This is an optimization exercise on Yosys and OpenROAD, whose aim is small area, not a production implementation. Only simulation tests tie the RTL to the original design; equivalence was not proved.

Design i2c_core, start of the top module:
module i2c_core ( 
   prdata, i2c_if,
   sda_o, sda_oe, scl_o, scl_oe, sda_i, scl_i,
   pwrite, pwdata, psel, prst_n, penable, pclk, paddr
   );
==> flow/config.mk <==
export PLATFORM = sky130hd
export DESIGN_NAME = i2c_core
export DESIGN_NICKNAME = i2c_core
export VERILOG_FILES = /design/flow/design.v
export SDC_FILE = /design/flow/constraint.sdc
export NUM_CORES = 4
export LEC_CHECK = 0
export CAP_MARGIN = 0
export CORE_MARGIN = 2
export CORE_UTILIZATION = 76
export PLACE_DENSITY = 0.85
export SLEW_MARGIN = 0
==> flow/constraint.sdc <==
create_clock -name core_clock -period 10.0 [get_ports {pclk}]
set_input_delay 2.0000 -clock core_clock [delete_from_list [all_inputs] [get_ports {pclk}]]
set_output_delay 2.0000 -clock core_clock [all_outputs]
set_load 0.01 [all_outputs]
standard.sh (not shown) runs the stock make flow with config.mk's settings and CLKGATE_MAP_FILE= SYNTH_SCRIPT=/design/flow/synth_recipe.tcl, a recipe that flattens the netlist after the stock synthesis.
==> flow/flow/run.sh <==
#!/bin/bash
# Layout flow: the standard synthesis, then an area-oriented re-mapping of the
# combinational logic only (every register instance is kept as synthesis made it),
# then the standard layout steps on the re-mapped netlist, with a smaller clock
# tree and smaller port buffers.
set -euo pipefail
W=$(pwd)
RES=$W/orfs/results/$FLOW_PLATFORM/i2c_core/base
PDK=$FLOW_HOME/platforms/$FLOW_PLATFORM
export LIB=$PDK/lib/sky130_fd_sc_hd__tt_025C_1v80.lib
YOSYS=$(command -v yosys || echo "$FLOW_HOME/../tools/install/yosys/bin/yosys")
export DONT_USE=$(sed -n '/DONT_USE_CELLS/,/^$/p' $PDK/config.mk | grep -o "sky130_fd_sc_hd__[A-Za-z0-9_]*" | sed 's/^/-dont_use /' | tr '\n' ' ')

# 1. standard synthesis
bash standard.sh synth > $W/synth.log 2>&1
cp $RES/1_2_yosys.v $W/std_synth.v

# 2. re-map the combinational logic for area with a few ABC scripts in parallel, keep
#    the smallest, then prove it equal to the standard netlist
AMAP="dch,-f;amap,-A,10,-F,5"
script() {
  case $1 in
    1) echo "+&get,-n;&st;&deepsyn,-T,300,-S,0;&put;$AMAP;strash;$AMAP;topo;stime,-c" ;;
    2) echo "+&get,-n;&st;&deepsyn,-T,300,-S,4;&put;$AMAP;strash;$AMAP;topo;stime,-c" ;;
    3) echo "+&get,-n;&st;&deepsyn,-T,300,-S,5;&put;$AMAP;strash;$AMAP;topo;stime,-c" ;;
    4) echo "+&get,-n;&st;&deepsyn,-T,300,-S,6;&put;$AMAP;strash;$AMAP;topo;stime,-c" ;;
    6) echo "+&get,-n;&st;&deepsyn,-T,300,-S,7,-o;&put;$AMAP;strash;$AMAP;topo;stime,-c" ;;
    5) echo "+strash;$AMAP;strash;$AMAP;strash;$AMAP;topo;stime,-c" ;;
  esac
}
for n in 1 2 3 4 6; do
  ( export ABC_SCRIPT="$(script $n)" REMAP_OUT=remap_$n.v
    $YOSYS -c $W/flow/remap.tcl > $W/remap_$n.log 2>&1 || true ) &
done
wait
# candidates from smallest to largest area; the first that the equivalence check proves is used
: > $W/remap_choice.log
for n in 1 2 3 4 6; do
  a=$(grep "Chip area for module" $W/remap_$n.log 2>/dev/null | tail -1 | awk "{print \$NF}" || true)
  echo "script $n area ${a:-failed}" >> $W/remap_choice.log
  [[ -n "$a" && -f $W/remap_$n.v ]] && echo "$a $n" >> $W/remap_cands.txt || true
done
( export ABC_SCRIPT="$(script 5)" REMAP_OUT=remap_5.v; $YOSYS -c $W/flow/remap.tcl > $W/remap_5.log 2>&1 ) || true
a=$(grep "Chip area for module" $W/remap_5.log 2>/dev/null | tail -1 | awk "{print \$NF}" || true)
echo "script 5 area ${a:-failed}" >> $W/remap_choice.log
[[ -n "$a" && -f $W/remap_5.v ]] && echo "$a 5" >> $W/remap_cands.txt || true
chosen=""
for n in $(sort -g $W/remap_cands.txt | awk '{print $2}'); do
  cp $W/remap_$n.v $W/remap.v
  if $YOSYS -c $W/flow/equiv.tcl > $W/equiv_$n.log 2>&1; then chosen=$n; break; fi
done
[[ -n "$chosen" ]] || { echo "no re-mapped netlist passed the equivalence check" >> $W/remap_choice.log; cp $W/std_synth.v $W/remap.v; }
echo "chosen ${chosen:-standard}" >> $W/remap_choice.log
cp $W/remap.v $RES/1_2_yosys.v
touch $RES/1_2_yosys.v

# 3. standard layout from the re-mapped netlist
export CTS_ARGS="-sink_clustering_enable -repair_clock_nets -sink_clustering_size 9 -sink_clustering_max_diameter 40 -buf_list sky130_fd_sc_hd__clkbuf_4 -dont_use_dummy_load"
export BUFFER_PORTS_ARGS="-buffer_cell sky130_fd_sc_hd__buf_1"
bash standard.sh > $W/layout.log 2>&1
Other scripts of this flow, unchanged in this note and not shown: flow/flow/equiv.tcl, flow/flow/remap.tcl
The starting point passed the timing, DRC and antenna checks.
==> next run, changes <==
--- a/flow/flow/run.sh
+++ b/flow/flow/run.sh
@@ -24,4 +24,3 @@
-    2) echo "+&get,-n;&st;&deepsyn,-T,300,-S,4;&put;$AMAP;strash;$AMAP;topo;stime,-c" ;;
-    3) echo "+&get,-n;&st;&deepsyn,-T,300,-S,5;&put;$AMAP;strash;$AMAP;topo;stime,-c" ;;
-    4) echo "+&get,-n;&st;&deepsyn,-T,300,-S,6;&put;$AMAP;strash;$AMAP;topo;stime,-c" ;;
-    6) echo "+&get,-n;&st;&deepsyn,-T,300,-S,7,-o;&put;$AMAP;strash;$AMAP;topo;stime,-c" ;;
+    2) echo "+&get,-n;&st;&deepsyn,-T,300,-S,1;&put;$AMAP;strash;$AMAP;topo;stime,-c" ;;
+    3) echo "+&get,-n;&st;&deepsyn,-T,300,-S,2;&put;$AMAP;strash;$AMAP;topo;stime,-c" ;;
+    4) echo "+&get,-n;&st;&deepsyn,-T,300,-S,3,-o;&put;$AMAP;strash;$AMAP;topo;stime,-c" ;;
@@ -31 +30 @@
-for n in 1 2 3 4 6; do
+for n in 1 2 3 4; do
@@ -38 +37 @@
-for n in 1 2 3 4 6; do
+for n in 1 2 3 4; do
Effect: Setup slack is better by 0.48 ns; sequential share of layout area stays the same; final area stays the same.

separate check: timing with driven ports:
How much do the figures lean on ideal ports? The routed layouts below were timed once more, with nothing changed but the port constraints.
Step 1, drivers: a clkbuf_16 drives pclk and a buf_2 each remaining input, both assumed.
Step 2 times the ports against the registers' clock, not the clock port: input delays grow and output delays shrink by t, the midpoint of the rising clock arrivals with the driver on.
a / b / c = no drivers / after step 1 / after step 2; a / b = the first two.
run | shift t [ns] | slack for setup (ns) | hold slack, ns | latest minus earliest clock arrival (ns)
the first run | 0.725 | 2.772 / 2.750 / 2.750 | 0.362 / 0.362 / 0.362 | 0.112 / 0.112
the second run | 0.750 | 3.254 / 3.202 / 2.778 | 0.358 / 0.358 / 0.358 | 0.131 / 0.131
After both steps setup and hold are still met in every run listed. For the second run, which loses most, drivers alone change the setup slack by -0.052 ns; drivers and shift together by -0.476 ns.
